This design comes from an exercise in tuning for small area, a short achievable clock period and few clock cycles per item on the open sky130 flow, not from production work.
Only simulation tests tie the RTL to the original design; equivalence was not proved.
No activity file was given, so power comes from the tool's default toggle rates.

`design/flow/config.mk`:
```
export PLATFORM = sky130hd
export DESIGN_NAME = cache
export DESIGN_NICKNAME = cache
export VERILOG_FILES = /design/flow/design.v
export SDC_FILE = /design/flow/constraint.sdc
export NUM_CORES = 4
export LEC_CHECK = 0
export CAP_MARGIN = 20
export CORE_MARGIN = 2
export CORE_UTILIZATION = 40
export SETUP_SLACK_MARGIN = 0.4
export SLEW_MARGIN = 20
```
`design/flow/constraint.sdc`:
```
create_clock -name core_clock -period 8.0 [get_ports {clk}]
set_input_delay 1.6000 -clock core_clock [delete_from_list [all_inputs] [get_ports {clk}]]
set_output_delay 1.6000 -clock core_clock [all_outputs]
set_load 0.01 [all_outputs]
```
`design/flow/run.sh`:
```
#!/bin/bash
# synth_recipe.tcl (not shown) runs the flow's synth.tcl, then flattens the netlist and writes it again
# the make line also repeats each setting of config.mk as NAME=value (left out here)
make -C /OpenROAD-flow-scripts/flow DESIGN_CONFIG=/design/flow/config.mk WORK_HOME=/design/flow/orfs CLKGATE_MAP_FILE= SYNTH_SCRIPT=/design/flow/synth_recipe.tcl finish
```
`design/flow/design.v`:
```
module cache(
    clk,
    proc_reset,
    proc_read,
    proc_write,
    proc_addr,
    proc_rdata,
    proc_wdata,
    proc_stall,
    mem_read,
    mem_write,
    mem_addr,
    mem_rdata,
    mem_wdata,
    mem_ready
);
    input          clk;
    input          proc_reset;
    input          proc_read, proc_write;
    input   [29:0] proc_addr;
    input   [31:0] proc_wdata;
    output         proc_stall;
    output  [31:0] proc_rdata;
    input  [127:0] mem_rdata;
    input          mem_ready;
    output         mem_read, mem_write;
    output  [27:0] mem_addr;
    output [127:0] mem_wdata;
parameter WAYS = 2;    
parameter BLOCK_WIDTH = 128;
parameter TAG_WIDTH = 26;
parameter WORD_WIDTH = 32;
parameter LINE_NUM = 4;
localparam S_IDLE = 0, S_WB = 1, S_FETCH = 2;
genvar gen_i;
integer i;
reg                     wen_sets    [0:WAYS-1];  
reg                     update_sets [0:WAYS-1];  
wire                    valid_sets    [0:WAYS-1];
wire                    hit_sets    [0:WAYS-1];
wire                    dirty_sets    [0:WAYS-1];
wire [TAG_WIDTH-1:0]    tag_sets    [0:WAYS-1];
wire [BLOCK_WIDTH-1:0]  rdata_sets  [0:WAYS-1];  
reg                     valid_next;  
reg                     dirty_next;  
wire                    input_src;  
reg  [BLOCK_WIDTH-1:0]  wdata;       
wire [BLOCK_WIDTH-1:0]  rdata;      
wire [1:0]              index_i;
wire [1:0]              offset_i;
reg  [1:0]              state_r, state_w;
reg                     lru_lines_r [0:LINE_NUM-1], lru_lines_w   [0:LINE_NUM-1];      
reg                    replace_sel;
wire [WAYS-1:0]         hit_tmp;
wire                    hit;  
wire                    dirty;
reg                     stall;
reg                     wen;  
reg                     update;
generate
    for (gen_i = 0; gen_i < WAYS; gen_i = gen_i + 1)begin:gen_blk1
        set u0(
            .clk(clk),
            .rst(proc_reset),
            .write_i(wen_sets[gen_i]),
            .update_i(update_sets[gen_i]),
            .valid_i(valid_next),
            .dirty_i(dirty_next),
            .input_src_i(input_src),
            .wdata_i(wdata),
            .addr_i(proc_addr),
            .dirty_o(dirty_sets[gen_i]),
            .valid_o(valid_sets[gen_i]),
            .hit_o(hit_sets[gen_i]),
            .tag_o(tag_sets[gen_i]),
            .rdata_o(rdata_sets[gen_i])
        );
        assign hit_tmp[gen_i] = hit_sets[gen_i];
    end
endgenerate
assign hit = |hit_tmp;
assign index_i = proc_addr[3:2];
assign offset_i = proc_addr[1:0];
assign dirty = dirty_sets[replace_sel];
assign input_src = (state_r == S_FETCH);
assign mem_read = (state_r == S_FETCH);
assign mem_write = (state_r == S_WB);
assign mem_addr = (state_r == S_WB) ? {tag_sets[replace_sel], index_i} : proc_addr[29:2];
assign mem_wdata = (state_r == S_WB) ? rdata_sets[replace_sel] : 0;
assign proc_stall = !(state_r == S_IDLE && hit);
assign proc_rdata = rdata[WORD_WIDTH*offset_i +: WORD_WIDTH];
always @(*) begin:state_logic
    state_w = state_r;
    update = 0;
    valid_next = 0;
    dirty_next = 0;
    wen = 0;
    wdata = 0;
    for (i = 0; i < LINE_NUM; i = i + 1)
        lru_lines_w[i] = lru_lines_r[i];
    case (state_r)
        S_IDLE: begin
            if (proc_read || proc_write) begin
                if (!hit) begin
                    if (dirty) 
                        state_w = S_WB;
                    else
                        state_w = S_FETCH;
                end else begin
                    lru_lines_w[index_i] = ~replace_sel;
                    if (proc_write) begin
                        wen = 1;
                        update = 1;
                        valid_next = 1;
                        dirty_next = 1;
                        wdata = proc_wdata;
                    end
                    state_w = S_IDLE;
                end
            end else begin
                state_w = S_IDLE;
            end
        end
        S_WB: begin
            if (mem_ready) begin
                state_w = S_FETCH;
            end else begin
                state_w = S_WB;
            end
        end
        S_FETCH: begin
            if (mem_ready) begin
                lru_lines_w[index_i] = ~replace_sel;
                state_w = S_IDLE;
                wen = 1;
                update = 1;
                valid_next = 1;
                if (proc_write) begin  
                    dirty_next = 1;
                    case (offset_i)
                        2'b00: wdata = {mem_rdata[127:32], proc_wdata[31:0]};
                        2'b01: wdata = {mem_rdata[127:64], proc_wdata[31:0], mem_rdata[31:0]};
                        2'b10: wdata = {mem_rdata[127:96], proc_wdata[31:0], mem_rdata[63:0]};
                        2'b11: wdata = {proc_wdata, mem_rdata[95:0]};
                    endcase
                end else begin
                    wdata = mem_rdata;
                    dirty_next = 0;
                end
            end else begin
                state_w = S_FETCH;
            end
        end
    endcase
end
generate 
    for (gen_i = 0;gen_i < BLOCK_WIDTH; gen_i = gen_i + 1) begin:gen_blk3
        assign rdata[gen_i] = rdata_sets[0][gen_i] & hit_sets[0] | rdata_sets[1][gen_i] & hit_sets[1];
    end
endgenerate
always @(*) begin: replace
    replace_sel = 0;
    if (hit) begin
        replace_sel = hit_sets[1];
    end else if (!valid_sets[0]) begin
        replace_sel = 0;
    end else if(!valid_sets[1]) begin
        replace_sel = 1;
    end else begin
        replace_sel = lru_lines_r[index_i];
    end
end
always @(*) begin: set_control_signal
    for (i = 0; i < WAYS; i = i + 1) begin
        wen_sets[i] = (i == replace_sel) ? wen : 0;
        update_sets[i] = (i == replace_sel) ? update : 0;
    end
end
always @(posedge clk) begin
    if (proc_reset) begin
        state_r <= S_IDLE;
        for (i = 0;i < LINE_NUM; i = i + 1) begin
            lru_lines_r[i] <= 0;
        end
    end else begin
        state_r <= state_w;
        for (i = 0;i < LINE_NUM; i = i + 1) begin
            lru_lines_r[i] <= lru_lines_w[i];
        end
    end
end
endmodule
module set #(
    parameter LINE_NUM = 4,
    parameter TAG_WIDTH = 26,
    parameter BLOCK_WIDTH = 128
)(
    input clk,
    input rst,
    input write_i,
    input update_i,
    input valid_i,
    input dirty_i,
    input input_src_i,  
    input [BLOCK_WIDTH-1:0] wdata_i,
    input [29:0] addr_i,
    output        valid_o,
    output        dirty_o,
    output        hit_o, 
    output [TAG_WIDTH-1:0] tag_o,
    output [BLOCK_WIDTH-1:0] rdata_o
);
wire                      valid_lines [0:LINE_NUM-1];
wire                      dirty_lines [0:LINE_NUM-1];
wire    [TAG_WIDTH-1:0]   tag_lines   [0:LINE_NUM-1];
wire    [BLOCK_WIDTH-1:0] rdata_lines [0:LINE_NUM-1];
wire    [TAG_WIDTH-1:0]            tag_i;
wire    [1:0]             index_i;
wire    [1:0]             offset_i;
wire                      valid;
wire                      dirty;
wire                      hit;
wire    [BLOCK_WIDTH-1:0] rdata;
wire    [1:0]             offset;
reg                       wen_lines    [0:LINE_NUM-1];  
wire                      valid_next;  
wire                      dirty_next;  
reg     [BLOCK_WIDTH-1:0] wdata;       
genvar gen_i;
integer i;
assign {tag_i, index_i, offset_i} = addr_i;
assign valid = valid_lines[index_i];
assign dirty = dirty_lines[index_i];
assign rdata  = rdata_lines[index_i];
assign hit  = (valid && (tag_i == tag_lines[index_i]));
assign valid_o = valid;
assign hit_o = hit;
assign rdata_o = rdata;
assign dirty_o = dirty;
assign tag_o = tag_lines[index_i];
generate
    for (gen_i = 0; gen_i < LINE_NUM; gen_i = gen_i + 1) begin:gen_blk2
        line l(
            .clk(clk),
            .rst(rst),
            .write_i(wen_lines[gen_i]),
            .valid_i(valid_next),
            .dirty_i(dirty_next),
            .tag_i(tag_i),
            .wdata_i(wdata),
            .valid_o(valid_lines[gen_i]),
            .dirty_o(dirty_lines[gen_i]),
            .tag_o(tag_lines[gen_i]),
            .rdata_o(rdata_lines[gen_i])
        );
    end
endgenerate
always @(*) begin
    for (i = 0; i < LINE_NUM; i = i + 1) begin
        wen_lines[i] = (write_i || update_i)&& (index_i == i);
    end
    if (write_i) begin
        if (input_src_i) begin
            wdata = wdata_i;
        end else begin
            case(offset_i)
                2'b00: wdata = {rdata[127:32], wdata_i[31:0]};
                2'b01: wdata = {rdata[127:64], wdata_i[31:0], rdata[31:0]};
                2'b10: wdata = {rdata[127:96], wdata_i[31:0], rdata[63:0]};
                2'b11: wdata = {wdata_i, rdata[95:0]};
            endcase
        end
    end else begin
        wdata = rdata;
    end
end
assign valid_next = (update_i) ? valid_i : valid;
assign dirty_next = (update_i) ? dirty_i : dirty;
endmodule
module line #(
    parameter TAG_WIDTH = 26,
    parameter BLOCK_WIDTH = 128,
    parameter WORD_WIDTH = 32
)(
    input clk,
    input rst,
    input write_i,
    input valid_i,
    input dirty_i,
    input [TAG_WIDTH-1:0] tag_i,
    input [BLOCK_WIDTH-1:0] wdata_i,
    output valid_o,
    output dirty_o,
    output [TAG_WIDTH-1:0] tag_o,
    output [BLOCK_WIDTH-1:0] rdata_o
);
integer i;
reg         valid_r, valid_w;
reg         dirty_r, dirty_w;
reg [TAG_WIDTH-1:0] tag_r, tag_w;
reg [BLOCK_WIDTH-1:0]  data_r, data_w;
assign valid_o = valid_r;
assign dirty_o = dirty_r;
assign tag_o = tag_r;
assign rdata_o = data_r;
always @(*) begin:update_logic
    if (write_i) begin
        valid_w = valid_i;
        dirty_w = dirty_i;
        tag_w = tag_i;
        data_w = wdata_i;
    end else begin
        valid_w = valid_r;
        dirty_w = dirty_r;
        tag_w = tag_r;
        data_w = data_r;
    end
end
always @(posedge clk) begin
    if (rst) begin
        valid_r <= 0;
        dirty_r <= 0;
        tag_r <= 0;
        data_r <= 0;
    end else begin
        valid_r <= valid_w;
        dirty_r <= dirty_w;
        tag_r <= tag_w;
        data_r <= data_w;
    end
end
endmodule
```
==> run_results.csv, run 1 <==
group,metric,value,unit
yosys,ys_ff_latch,1254,
sta,drv_slew,0,
drt,drt_wl_total,283.8,mm
worst_setup_path,cp.arrival,6.01,ns
drt,route.antenna.remaining_nets,0,
floorplan,start_util,40.13,%
global_route,grt_pass1_vias,55670,
power,p_sw_share,26.60,%
yosys,syn_avg_cell_area,8.836,um2
power,powerDensity,195.4,nW/um2
sta,rsz0062_at_grt,"yes",
sta,hold_violations,0,
placement,dp_slack,-0.08159,ns
yosys,synth_seq_area_share,40.18,%
yosys,synth_edf_count,0,
power,combPwrFrac,10.4,%
power,vdd_drop_max,0.0001823,V
placement,routabilityCongestion,0.9973,
yosys,synth_ff_type,"dfxtp_1",
clock_network,htreeDepth,4,
yosys,syn_nets,7269,
floorplan,die_w,399.2,um
finish,area_growth_syn_to_layout,17.69,%
clock_network,clk_latency,0.82,ns
power,p_int,0.01055,W
drt,drc,0,
status,status,"finished clean",
yosys,yosys.area.top_type_share,40.18,%
yosys,synth_commonest_cells,"dfxtp_1 (1254), nand2_1 (1046), nor2_1 (866)",
placement,portBuffers,385,
worst_setup_path,cp.required,6.40,ns
yosys,ys_types,75,
sta,worst_slack,0.3883,ns
drt,drt_pass1_iterations,7,
floorplan,die_y,399.2,um
worst_setup_path,cp-end-kind,"output port",
clock_network,clk_pin_slew_worst_paths,0.06,ns
global_route,grt_first_pass_wirelength,404.3,mm
clock_network,cts_made_buffers,143,
yosys,yosys-top-cells-area,"dfxtp_1 (40%), mux4_2 (11%), nand2_1 (6.3%), a311oi_1 (5.5%), a211oi_1 (5.3%)",
yosys,syn-instance-count,7070,
yosys,yosysTopAreaCell,"dfxtp_1",
yosys,yosysMostFrequentCell,"dfxtp_1",
global_route,antenna_found_initial,24,
min_path,hold_class,"register to register",
sta,maxSlewHeadroom,14.53,%
sta,fin_crit_sh,95.15,%
placement,hpwlAfterDp,187.2,mm
placement,place_area,68680,um2
drt,drt_iter0_drc,8861,
drt,routed-via-count,60720,
placement,placed_cells,9031,
power,p_leak,23.28,nW
run,drv_cap,0,
clock_network,cts_root_buf,"clkbuf_16",
worst_setup_path,path_class,"primary input to output port",
global_route,grt_max_degree,243,
floorplan,core.rowCount,145,
drt,wire_per_inst,30.51,um
global_route,overflow,0,
power,p_seq_share,44.2,%
power,p_clk_share,45.4,%
sta,fmax,131.4,MHz
finish,final_cells,9299,
clock_network,cts_tree,"built",
yosys,ys_warn_count,13,
floorplan,io_pins,386,
sta,worst_slew_pin_slew,1.282,ns
sta,min_period,7.612,ns
sta,setup_violations,0,
yosys,syn_area,62470,um2
finish,drive_gt1_share,12.06,%
yosys,ys_async_sr_fraction,0,%
power,power.total,0.01437,W
finish,design_area,73530,um2
drt,via_per_inst,6.529,
floorplan,core_region_area,155700,um2
finish,fin_nets,7323,
worst_setup_path,worst_setup_path_start_kind,"primary input",
sta,fin_skew,0.03791,ns
clock_network,ctsLongestPathBuffers,3,
clock_network,cts_sinks,1254,
power,switchingPower,0.003822,W
worst_setup_path,critPathMaxFanout,91,
global_route,gr-usage-all-layers,34.46,%
floorplan,dieArea,159400,um2
sta,whs,0.4522,ns
==> metal layers <==
layer	share of wire (%)	global-route usage (%)	up-vias	routed length, um
met5	0.034	0	-	97
met3	13	9.603	845	35890
li1	-	-	26340	-
met2	42	49.18	4078	117900
met1	38	44.90	29440	106800
met4	8.1	23.93	14	23030
==> kinds of logic after synthesis <==
group | synth area share [%]
flops | 40.18
xor+xnor | 0.4907
compound gates | 25.19
simple gates | 16.59
buf+inv | 5.624
fa+ha+maj | 0.08012
mux | 11.84
==> power by group through the flow <==
stage	sequential (W)	clock (W)	combinational, W
floorplan	0.00648	0	0.000796
global placement	0.00648	0	0.00143
detailed placement	0.00649	0	0.00144
CTS	0.00635	0.00657	0.00144
global route	0.00635	0.00681	0.00154
finish	0.00635	0.00652	0.00150
==> state kept, by name (all words and copies together) (netlist names) <==
signal / cells
gen_blk1.u0.gen_blk2.l.data_r: 1024
gen_blk1.u0.gen_blk2.l.tag_r: 208
gen_blk1.u0.gen_blk2.l.dirty_r: 8
gen_blk1.u0.gen_blk2.l.valid_r: 8
lru_lines_r: 4
state_r: 2
==> cell type report <==
type	count	area, um2
clock inverter	35	376.6
sequential	1254	25100
fill	14840	82140
antenna	16	40.04
tap	2058	2575
clock buffer	211	4195
multi-input combinational	4972	34220
inverter	98	367.9
timing repair buffer	655	6653
==> cells in the final DEF, fill, tap and decap left out, types with 20 or more instances in the layout <==
master,instances
clkdlybuf4s50_1,378
and2_1,86
buf_4,215
clkbuf_16,145
a21o_1,115
a21oi_1,412
o21ai_0,102
nor2_1,859
clkbuf_1,33
a221oi_1,165
a21boi_0,125
a22oi_1,241
a221o_1,28
nand2_1,1043
nor2b_1,29
mux4_2,304
mux2i_1,46
clkbuf_8,34
xnor2_1,26
nand3b_1,137
nand3_1,114
a211oi_1,436
a311oi_1,392
nand2b_1,20
inv_1,97
a31oi_1,56
dfxtp_1,1254
or3_1,37
o211ai_1,20
buf_12,53
==> repair_timing <==
action / CTS / global route
resized for setup: 11 / 17
hold buffers: 0 / 0
cloned: 1 / 1
endpoints found under the hold margin: 0 / 0
buffers inserted: 4 / 0
setup endpoints to repair: 27 / 42
pin swaps: 2 / 2
==> path summary, 6_finish.rpt <==
kind                                                                            from                                              endpoint  slack (ns)  cells past startpoint
worst max-delay path                                                    proc_addr[3]                                         mem_wdata[49]        0.39                     12
worst min-delay path            gen_blk1[1].u0.gen_blk2[2].l.data_r[10]$_SDFFE_PP0P_  gen_blk1[1].u0.gen_blk2[2].l.data_r[10]$_SDFFE_PP0P_        0.45                      2
worst max register to register                               state_r[0]$_SDFFE_PP0P_  gen_blk1[0].u0.gen_blk2[3].l.data_r[41]$_SDFFE_PP0P_        3.41                     10
worst min register to register  gen_blk1[1].u0.gen_blk2[2].l.data_r[10]$_SDFFE_PP0P_  gen_blk1[1].u0.gen_blk2[2].l.data_r[10]$_SDFFE_PP0P_        0.45                      2
==> critical path, cell delays in order <==
cell and delay, ns:
buf_16 0.20, buf_4 0.27, mux4_2 0.56, xnor2_1 0.31, nand4_1 0.14, nor3_1 0.43
nand4bb_1 0.33, nand2_4 0.30, buf_12 0.45, nand2_1 0.11, a21boi_0 0.52, clkdlybuf4s50_1 0.65
==> through the flow <==
| stage | TNS [ns] | util, % |
|---|---|---|
| final | 0 | 47.23 |
| after global routing | 0 | 47.22 |
| after CTS | 0 | 47.14 |
| after detailed placement | -0.1178 | 44.12 |
| after global placement | -0.1432 | 44.10 |
| after floorplan | 0 | - |
Testbench counts, summed over its fixed seeds: cycles 99,976, requests 18,000.
==> run 2: changes to the inputs <==
==> design/flow/design.v (replaced) <==
module cache(
    clk,
    proc_reset,
    proc_read,
    proc_write,
    proc_addr,
    proc_rdata,
    proc_wdata,
    proc_stall,
    mem_read,
    mem_write,
    mem_addr,
    mem_rdata,
    mem_wdata,
    mem_ready
);
    input          clk;
    input          proc_reset;
    input          proc_read, proc_write;
    input   [29:0] proc_addr;
    input   [31:0] proc_wdata;
    output         proc_stall;
    output  [31:0] proc_rdata;
    input  [127:0] mem_rdata;
    input          mem_ready;
    output         mem_read, mem_write;
    output  [27:0] mem_addr;
    output [127:0] mem_wdata;
    localparam S_IDLE = 2'd0, S_WB = 2'd1, S_RD = 2'd2;
    integer i, k;
    reg [127:0] data_r  [0:7];
    reg  [25:0] tag_r   [0:7];
    reg   [7:0] valid_r;
    reg   [7:0] dirty_r;
    reg   [3:0] lru_r;           
    reg   [1:0] state_r;
    wire  [1:0] idx    = proc_addr[3:2];
    wire  [1:0] off    = proc_addr[1:0];
    wire [25:0] tag_in = proc_addr[29:4];
    wire        req    = proc_read | proc_write;
    wire s_idle = (state_r == S_IDLE);
    wire s_wb   = (state_r == S_WB);
    wire s_rd   = (state_r == S_RD);
    wire [127:0] blk0 = data_r[{idx, 1'b0}];
    wire [127:0] blk1 = data_r[{idx, 1'b1}];
    wire  [25:0] tag0 = tag_r[{idx, 1'b0}];
    wire  [25:0] tag1 = tag_r[{idx, 1'b1}];
    wire         v0   = valid_r[{idx, 1'b0}];
    wire         v1   = valid_r[{idx, 1'b1}];
    wire         d0   = dirty_r[{idx, 1'b0}];
    wire         d1   = dirty_r[{idx, 1'b1}];
    wire hit0 = v0 & (tag0 == tag_in);
    wire hit1 = v1 & (tag1 == tag_in);
    wire hit  = hit0 | hit1;
    wire vict = v0 ? (v1 ? lru_r[idx] : 1'b1) : 1'b0;
    wire vict_dirty = vict ? (v1 & d1) : (v0 & d0);
    wire miss_start = s_idle & req & ~hit;
    wire fill = s_rd & mem_ready;
    assign mem_write = s_wb | (miss_start & vict_dirty);
    assign mem_read  = s_rd | (miss_start & ~vict_dirty);
    wire   wb_addr   = s_wb | (s_idle & vict_dirty);
    assign mem_addr  = {wb_addr ? (vict ? tag1 : tag0) : tag_in, idx};
    assign mem_wdata = vict ? blk1 : blk0;
    wire [31:0] w0 = blk0[32*off +: 32];
    wire [31:0] w1 = blk1[32*off +: 32];
    wire [31:0] wm = mem_rdata[32*off +: 32];
    assign proc_rdata = s_rd ? wm : (hit1 ? w1 : w0);
    assign proc_stall = ~((s_idle & hit) | fill);
    wire wway = s_rd ? vict : hit1;
    wire whit = s_idle & hit & proc_write;
    reg [127:0] din;
    always @(*) begin
        for (k = 0; k < 4; k = k + 1)
            din[32*k +: 32] = (s_rd & ~(proc_write & (off == k))) ? mem_rdata[32*k +: 32] : proc_wdata;
    end
    always @(posedge clk) begin
        for (i = 0; i < 8; i = i + 1) begin
            for (k = 0; k < 4; k = k + 1)
                if ((i[2:1] == idx) && (i[0] == wway) && (fill | (whit & (off == k))))
                    data_r[i][32*k +: 32] <= din[32*k +: 32];
            if ((i[2:1] == idx) && (i[0] == wway) && fill)
                tag_r[i] <= tag_in;
            if ((i[2:1] == idx) && (i[0] == wway) && (fill | whit))
                dirty_r[i] <= proc_write;
        end
        if ((s_idle & hit & req) | fill)
            lru_r[idx] <= ~wway;
    end
    always @(posedge clk) begin
        if (proc_reset) begin
            state_r <= S_IDLE;
            valid_r <= 8'd0;
        end else begin
            if (fill)
                valid_r[{idx, wway}] <= 1'b1;
            case (state_r)
                S_IDLE: if (req & ~hit) state_r <= vict_dirty ? S_WB : S_RD;
                S_WB:   if (mem_ready) state_r <= S_RD;
                S_RD:   if (mem_ready) state_r <= S_IDLE;
                default: state_r <= S_IDLE;
            endcase
        end
    end
endmodule
==> run 2 against run 1 <==
  * Largest cell class is now sequential cells
  * Sequential power rose by 16%
  * Critical endpoint is now proc_rdata[4]
  * Flip-flop and latch count did not move
  * Power rose by 8.0%
  * Synthesized cell count fell by 45%
  * Clock power fell by 6.6%
  * Via count fell by 34%
  * First-iteration DRC count fell by 29%
  * Clock-buffer cell count fell by 54
==> run_results.csv, run 2 <==
group,metric,value,unit
yosys,syn_area,54140,um2
finish,fin_nets,4680,
placement,placed_cells,6097,
yosys,synth_seq_area_share,69.37,%
worst_setup_path,path_buf_inv,9,
drt,drt_wl_total,208.1,mm
drt,route.antenna.remaining_nets,0,
drt,via_per_inst,6.333,
worst_setup_path,crit-reg2reg-launch,"tag_r[0][9]$_DFFE_PP_",
yosys,yosysTopAreaCell,"edfxtp_1",
yosys,syn_nets,4102,
finish,mostFrequentLayoutCells,"edfxtp_1 (1244), clkdlybuf4s50_1 (347), o21ai_0 (326)",
finish,final_common_cell,"edfxtp_1",
floorplan,core_region_area,134000,um2
floorplan,dieArea,138300,um2
worst_setup_path,cp_slowest_stage_delay,0.59,ns
sta,worst_slew_pin_slew,1.107,ns
placement,hpwlAfterDp,136.0,mm
sta,drv_slew,0,
clock_network,cts_made_buffers,136,
yosys,yosys-top-cells-area,"edfxtp_1 (69%), a22oi_1 (4.5%), mux2i_1 (3.5%), o21ai_0 (3.1%), mux2_2 (2.9%)",
sta,setup_violations,0,
yosys,ys_types,68,
floorplan,die_w,371.9,um
yosys,ys_async_sr_fraction,0,%
clock_network,cts_root_buf,"clkbuf_16",
power,power.total,0.01552,W
clock_network,htreeDepth,4,
placement,routabilityCongestion,0.9676,
worst_setup_path,critPathSlowestCell,"or4_4",
sta,fin_skew,0.03243,ns
floorplan,die_y,371.9,um
run,drv_cap,0,
clock_network,clk_pin_slew_worst_paths,0.06,ns
global_route,grt_first_pass_wirelength,288.4,mm
min_path,hold_class,"register to register",
sta,fmax,130.3,MHz
worst_setup_path,worst_setup_path_start_kind,"primary input",
sta,min_period,7.673,ns
global_route,antenna_found_initial,12,
sta,fin_crit_sh,95.92,%
yosys,ys_ff_latch,1254,
min_path,hold_start,"valid_r[6]$_SDFFE_PP0P_",
worst_setup_path,critPathMaxFanout,12,
min_path,min_path_cells,2,
finish,seqCellArea,37560,um2
worst_setup_path,ff2ff_setup_slack,2.95,ns
floorplan,io_pins,386,
global_route,grt_max_degree,140,
finish,largest-register,"data_r",
worst_setup_path,cpMostUsedCell,"buf_12",
worst_setup_path,path_cells,"buf_2, buf_6, ha_4, or4_4, buf_6, nor2_4, o32ai_1, or4_4, or4_4, nor3_4, buf_12, buf_12, buf_12, buf_12, nor3_1, nor2_1, a22oi_1, buf_4, clkdlybuf4s50_1",
clock_network,hold_buffers,0,
floorplan,core.rowCount,134,
global_route,grt_pass1_vias,38140,
sta,hold_violations,0,
worst_setup_path,cp-startpoint,"proc_addr[3]",
drt,drc,0,
global_route,overflow,0,
sta,rsz0062_at_grt,"yes",
power,powerDensity,229.9,nW/um2
yosys,ys_warn_count,3,
clock_network,cts_sinks,1254,
finish,final_cells,6358,
finish,area_growth_syn_to_layout,24.68,%
clock_network,cts_tree,"built",
yosys,synth_edf_count,1244,
status,status,"finished clean",
finish,largest_reg_flops,1024,
worst_setup_path,cp.arrival,6.07,ns
sta,whs,0.4771,ns
drt,routed-via-count,40260,
worst_setup_path,path_class,"primary input to output port",
yosys,synth_ff_type,"edfxtp_1",
finish,drive_gt1_share,17.80,%
finish,fillCellCount,11420,
sta,maxSlewHeadroom,26.20,%
worst_setup_path,r2r-end,"data_r[7][65]$_DFFE_PP_",
worst_setup_path,cp-end-kind,"output port",
clock_network,clk_latency,0.79,ns
worst_setup_path,path_depth,19,
yosys,yosysMostFrequentCell,"edfxtp_1",
drt,drt_pass1_iterations,8,
placement,portBuffers,385,
yosys,syn-instance-count,3899,
floorplan,start_util,40.42,%
yosys,syn_avg_cell_area,13.89,um2
drt,drt_iter0_drc,6262,
global_route,gr-usage-all-layers,29.43,%
drt,wire_per_inst,32.73,um
finish,multi_input_comb_area,15880,um2
power,p_leak,23.21,nW
worst_setup_path,critical-path-top-delay-family,"simple AND/OR/NAND/NOR gates",
min_path,holdPathEnd,"valid_r[6]$_SDFFE_PP0P_",
clock_network,ctsLongestPathBuffers,3,
power,vdd_drop_max,0.0001893,V
finish,largestRegisters,"data_r x1024, tag_r x208",
worst_setup_path,cp.required,6.40,ns
worst_setup_path,reg2regPathDepth,15,
yosys,synth_commonest_cells,"edfxtp_1 (1244), o21ai_0 (338), a22oi_1 (321)",
yosys,yosys.area.top_type_share,69.00,%
run 2: cell types whose count changed after synthesis, sizes merged, moves of 158 or more:
cell / previous run / this run
nor3: 13 / 207
mux4: 304 / 5
nor2: 866 / 273
a21oi: 416 / 96
o21ai: 120 / 342
a211oi: 438 / 16
nand2: 1047 / 167
edfxtp: 0 / 1244
a311oi: 392 / 5
a221oi: 165 / 7
clkbuf: 511 / 230
dfxtp: 1254 / 10
run 2: power by group:
part	switching [W]	internal [W]	leakage, nW
Clock	0.00266	0.00343	2.07
Combinational	0.00130	0.000746	9.84
Sequential	0.0000177	0.00736	11.3
Total	0.00398	0.0115	23.2
run 2: cell type report:
| class | count | area share (%) |
|---|---|---|
| clock buffers | 157 | 5.190 |
| inverters | 23 | 0.1427 |
| diodes | 5 | 0.01854 |
| clock inverters | 89 | 1.149 |
| flip-flops and latches | 1254 | 55.63 |
| repair buffers | 749 | 11.07 |
| well taps | 1768 | 3.277 |
| multi-input cells | 2313 | 23.52 |
run 2: worst max-delay path by stage:
stage / slack, ns / end
after floorplan: 0.86 / data_r[2][100]$_DFFE_PP_
after global placement: -0.61 / proc_rdata[20]
after detailed placement: -0.59 / proc_rdata[22]
after CTS: 0.21 / proc_rdata[17]
after global routing: 0.31 / proc_rdata[4]
final: 0.33 / proc_rdata[4]
run 2: cells by family after synthesis:
kind of cell               Yosys count  synth area share (%)
xor gates and xnor gates            26                0.4206
adders and majority gates            8                0.1849
buffers and inverters              332                 2.413
AOI/OAI and AO/OA                 1008                 12.84
and+or+nand+nor                    935                 8.116
muxes                              336                 6.653
DFF                               1254                 69.37
run 2: timing repair:
action	in CTS	in global routing
gates resized for setup	73	36
pin swaps	16	15
gates cloned	4	0
endpoints found under the setup margin	33	31
buffers inserted	0	6
run 2: per-stage QoR:
step / area (um2) / TNS (ns) / setup slack [ns] / utilization, %
global placement: 62760 / -10.89 / -0.6079 / 46.85
floorplan: 54140 / 0 / 0.8558 / -
finish: 67500 / 0 / 0.3266 / 50.39
global route: 67490 / 0 / 0.3123 / 50.38
CTS: 67330 / 0 / 0.2121 / 50.26
detailed placement: 62760 / -10.69 / -0.5873 / 46.85
run 2: metal layers:
metal	GRT usage [%]	up-vias	wire length (um)
met5	0	-	119
met4	9.910	18	7624
met3	7.923	390	25700
met2	44.88	2731	92800
met1	40.71	20280	81830
li1	-	16850	-
run 2: worst register-to-register path: cells and delay by family, from the launching register on:
family / cells / cell delay [ns]
compound gates: 3 / 1.11
buf+inv: 7 / 1.30
flops: 1 / 0.35
simple gates: 5 / 1.93
Testbench counts of run 2, summed over its fixed seeds: cycles 79,804, requests 18,000.

-- what the ideal ports hide --
The results above use ideal ports. As a check the final layouts listed here were re-extracted and re-timed, cells and wires unchanged. Step 1: set_driving_cell puts a clkbuf_16 on clk and a buf_2 on each other input, an assumption about the parent block. Step 2 moves the port delays by t, midway between the first and last clock arrival at a register: inputs arrive t later, outputs are due t later. That takes back most of the time a late clock gives input paths. a / b / c = no drivers / after step 1 / after step 2; a / b = the first two.
| run | t (ns) | setup WS [ns] | worst slew at a driven data input, ns |
|---|---|---|---|
| run 1 | 0.874 | 0.388 / 0.298 / 0.298 | 0.17 |
| run 2 | 0.855 | 0.327 / 0.300 / 0.300 | 0.21 |
After both steps setup and hold are still met in every run listed. The setup slack of run 1, which loses most, moves by -0.090 ns with the drivers and by -0.090 ns with both steps.
